This is an optimization exercise on Yosys and OpenROAD, whose aim is small area and a short achievable clock period, not a production implementation.
Power is estimated from default activity; no workload was simulated.

==> inputs of exp/quartz <==
==> flow/design.v (excerpt) <==
module sync_fifo
    #(
    parameter DATA_WIDTH = 8,
    parameter ADDR_WIDTH = 8
    )(
    clk,
    rst_n,
    wr_en,
    wr_full,
    wr_data,
    rd_en,
    rd_empty,
    rd_data
    );
Settings: LEC_CHECK=0, CAP_MARGIN=20, CORE_MARGIN=2, CORE_UTILIZATION=40, CTS_CLUSTER_DIAMETER=100, CTS_CLUSTER_SIZE=30, SETUP_SLACK_MARGIN=2.0, SLEW_MARGIN=20, SYNTH_HIERARCHICAL=1; clock period 3.6 ns.
run.sh (not shown) runs the stock make flow with config.mk's settings and CLKGATE_MAP_FILE= SYNTH_SCRIPT=/design/flow/synth_recipe.tcl, a recipe that flattens the netlist after the stock synthesis.
==> inputs of exp/lagoon, as changes to exp/quartz <==
==> flow/design.v (replaced) <==
`timescale 1 ns / 1 ps
`default_nettype none
module sf_aoi222(input wire a0, input wire b0, input wire a1, input wire b1,
                 input wire a2, input wire b2, output wire y);
    assign y = ~((a0 & b0) | (a1 & b1) | (a2 & b2));
endmodule
module sf_nand2(input wire a, input wire b, output wire y);
    assign y = ~(a & b);
endmodule
module sf_nand4(input wire a, input wire b, input wire c, input wire d, output wire y);
    assign y = ~(a & b & c & d);
endmodule
module sf_oai21(input wire a1, input wire a2, input wire b1, output wire y);
    assign y = ~((a1 | a2) & b1);
endmodule
module sf_nor2(input wire a, input wire b, output wire y);
    assign y = ~(a | b);
endmodule
module sf_row16(input wire [15:0] m, input wire [15:0] csel, input wire rsel,
                output wire y);
    wire [5:0] p;
    wire x1, x2;
    sf_aoi222 u0(.a0(m[0]),  .b0(csel[0]),  .a1(m[1]),  .b1(csel[1]),  .a2(m[2]),  .b2(csel[2]),  .y(p[0]));
    sf_aoi222 u1(.a0(m[3]),  .b0(csel[3]),  .a1(m[4]),  .b1(csel[4]),  .a2(m[5]),  .b2(csel[5]),  .y(p[1]));
    sf_aoi222 u2(.a0(m[6]),  .b0(csel[6]),  .a1(m[7]),  .b1(csel[7]),  .a2(m[8]),  .b2(csel[8]),  .y(p[2]));
    sf_aoi222 u3(.a0(m[9]),  .b0(csel[9]),  .a1(m[10]), .b1(csel[10]), .a2(m[11]), .b2(csel[11]), .y(p[3]));
    sf_aoi222 u4(.a0(m[12]), .b0(csel[12]), .a1(m[13]), .b1(csel[13]), .a2(m[14]), .b2(csel[14]), .y(p[4]));
    sf_nand2  u5(.a(m[15]), .b(csel[15]), .y(p[5]));
    sf_nand4  u6(.a(p[0]), .b(p[1]), .c(p[2]), .d(p[3]), .y(x1));
    sf_nand2  u7(.a(p[4]), .b(p[5]), .y(x2));
    sf_oai21  u8(.a1(x1), .a2(x2), .b1(rsel), .y(y));
endmodule
module sync_fifo
    #(
    parameter DATA_WIDTH = 8,
    parameter ADDR_WIDTH = 8
    )(
    clk,
    rst_n,
    wr_en,
    wr_full,
    wr_data,
    rd_en,
    rd_empty,
    rd_data
    );
    input wire clk;
    input wire rst_n;
    input wire wr_en;
    output wire wr_full;
    input wire [DATA_WIDTH-1:0] wr_data;
    input wire rd_en;
    output wire rd_empty;
    output reg [DATA_WIDTH-1:0] rd_data;
    wire [2047:0] memv;     
    reg [7:0] head;         
    reg [7:0] wr_ptr;
    reg [15:0] rc;          
    reg [15:0] rr;          
    reg [8:0] cnt;          
    reg full_r;             
    reg nempty_r;           
    reg one_r;              
    wire empty = ~nempty_r;
    wire enq = wr_en & ~full_r;
    wire deq = rd_en & nempty_r;
    assign wr_full  = full_r;
    assign rd_empty = ~nempty_r;
    wire [15:0] wrow_n, wcol_n;
    genvar i, r, c, b;
    generate
        for (i = 0; i < 16; i = i + 1) begin : g_wdec
            assign wrow_n[i] = ~(enq & (wr_ptr[7:4] == i));
            assign wcol_n[i] = ~(wr_ptr[3:0] == i);
        end
        for (r = 0; r < 16; r = r + 1) begin : g_wr
            for (c = 0; c < 16; c = c + 1) begin : g_wc
                wire we;
                reg [7:0] q;
                sf_nor2 u_we(.a(wrow_n[r]), .b(wcol_n[c]), .y(we));
                always @(posedge clk)
                    if (we) q <= wr_data;
                assign memv[(r*16+c)*8 +: 8] = q;
            end
        end
    endgenerate
    wire [15:0] ry [0:7];
    generate
        for (b = 0; b < 8; b = b + 1) begin : g_bit
            for (r = 0; r < 16; r = r + 1) begin : g_row
                wire [15:0] m;
                for (c = 0; c < 16; c = c + 1) begin : g_m
                    assign m[c] = memv[(r*16+c)*8 + b];
                end
                sf_row16 u_row(.m(m), .csel(rc), .rsel(rr[r]), .y(ry[b][r]));
            end
        end
    endgenerate
    wire [7:0] mem_nxt;
    generate
        for (b = 0; b < 8; b = b + 1) begin : g_or
            assign mem_nxt[b] = ~&ry[b];
        end
    endgenerate
    always @(posedge clk) begin
        if (empty | (deq & one_r))
            head <= wr_data;
        else if (deq)
            head <= mem_nxt;
        rd_data <= head;
    end
    wire [3:0] wc1 = wr_ptr[3:0] + 1'b1;
    wire [3:0] wr1 = wr_ptr[7:4] + (&wr_ptr[3:0]);
    always @(posedge clk) begin
        wr_ptr <= wr_ptr + enq;
        if (empty) begin
            rc <= 16'b1 << wc1;
            rr <= 16'b1 << wr1;
        end else if (deq) begin
            rc <= {rc[14:0], rc[15]};
            if (rc[15])
                rr <= {rr[14:0], rr[15]};
        end
    end
    wire cnt_is2   = (cnt == 9'd2);
    wire cnt_is255 = (cnt == 9'd255);
    always @(posedge clk or negedge rst_n) begin
        if (!rst_n) begin
            cnt      <= 9'd0;
            full_r   <= 1'b0;
            nempty_r <= 1'b0;
            one_r    <= 1'b0;
        end else begin
            case ({enq, deq})
                2'b10: begin
                    cnt      <= cnt + 1'b1;
                    full_r   <= cnt_is255;
                    nempty_r <= 1'b1;
                    one_r    <= empty;
                end
                2'b01: begin
                    cnt      <= cnt - 1'b1;
                    full_r   <= 1'b0;
                    nempty_r <= ~one_r;
                    one_r    <= cnt_is2;
                end
                default: ;
            endcase
        end
    end
endmodule
`resetall
SETUP_SLACK_MARGIN = 1.2   (was 2.0)
==> inputs of exp/ember, as changes to exp/quartz <==
SETUP_SLACK_MARGIN = 1.6   (was 2.0)
==> notes.md <==
                                                                          exp/ember              exp/quartz                               exp/lagoon
Switching power total                                                       22.6 mW                 25.3 mW                                  10.6 mW
Pre-CTS worst setup slack                                                    621 ps                  503 ps                                   327 ps
Fraction of layout instances using a drive strength above 1                   18.9%                   27.7%                                    14.7%
Placeable core area                                                     0.195 sq mm             0.195 sq mm                              0.186 sq mm
Post-route cell area                                                   0.0909 sq mm            0.0985 sq mm                             0.0848 sq mm
GR met3 Demand/Resource                                                       3.25%                   4.84%                                    3.29%
Post-cts gate resize count                                                      514                    1301                                       89
Post-synth net total                                                           4325                    4325                                     3863
Final layout net count                                                         4836                    5141                                     4248
Result of the run                                          timing/DRC/antenna clean  timing/DRC/antenna clean                 timing/DRC/antenna clean
Fmax                                                                      0.458 GHz               0.441 GHz                                0.312 GHz
Mux share of post-synthesis cell area                                        0.968%                  0.968%                                  0.0634%
Cell area after synthesis                                              0.0788 sq mm            0.0788 sq mm                             0.0750 sq mm
Synth cell types                                                                 74                      74                                       55
Tap cell count                                                                 2624                    2624                                     2480
Fraction of standard cell area that is sequential                             71.7%                   66.1%                                    74.6%
Count of plain and timing-repair buffers                                        475                     777                                      326
Metal3 WL                                                                   23.4 mm                 28.3 mm                                  22.3 mm
Synthesized flop and latch total                                               2207                    2207                                     2116
Worst r2r dst                                                                cnt[8]                  rb1[1]                                  head[2]
Worst min-delay path category                                flip-flop to flip-flop  flip-flop to flip-flop  input pin to asynchronous set/reset pin
Function was not checked in any run of this note: the RTL went through the layout flow alone.

[separate check: timing with driven ports]
The results above use ideal ports. As a check the final layouts listed here were re-extracted and re-timed, cells and wires unchanged. Step 1 (the two cells are an assumption about what drives the block):
set clk [get_ports {clk}]
set_driving_cell -lib_cell sky130_fd_sc_hd__clkbuf_16 $clk
set_driving_cell -lib_cell sky130_fd_sc_hd__buf_2 [delete_from_list [all_inputs] $clk]
Step 2 times the ports against the registers' clock, not the clock port: input delays grow and output delays shrink by t, the midpoint of the rising clock arrivals with the driver on. Three values: no drivers, after step 1, after step 2; two values: the first two.
run	t (ns)	setup slack, ns	hold WS [ns]	worst register clock-pin slew, ns	pins driven straight from the clock port
exp/quartz	0.834	1.333 / 1.298 / 0.579	0.354 / 0.320 / 0.354	0.12 / 0.12	1
exp/lagoon	0.810	0.396 / 0.396 / 0.396	0.362 / 0.304 / 0.492	0.12 / 0.12	1
exp/ember	0.851	1.415 / 1.331 / 0.668	0.352 / 0.342 / 0.352	0.12 / 0.12	1
After both steps every run listed still meets setup and hold. The setup slack of exp/quartz, which loses most, moves by -0.035 ns with the drivers and by -0.754 ns with both steps.
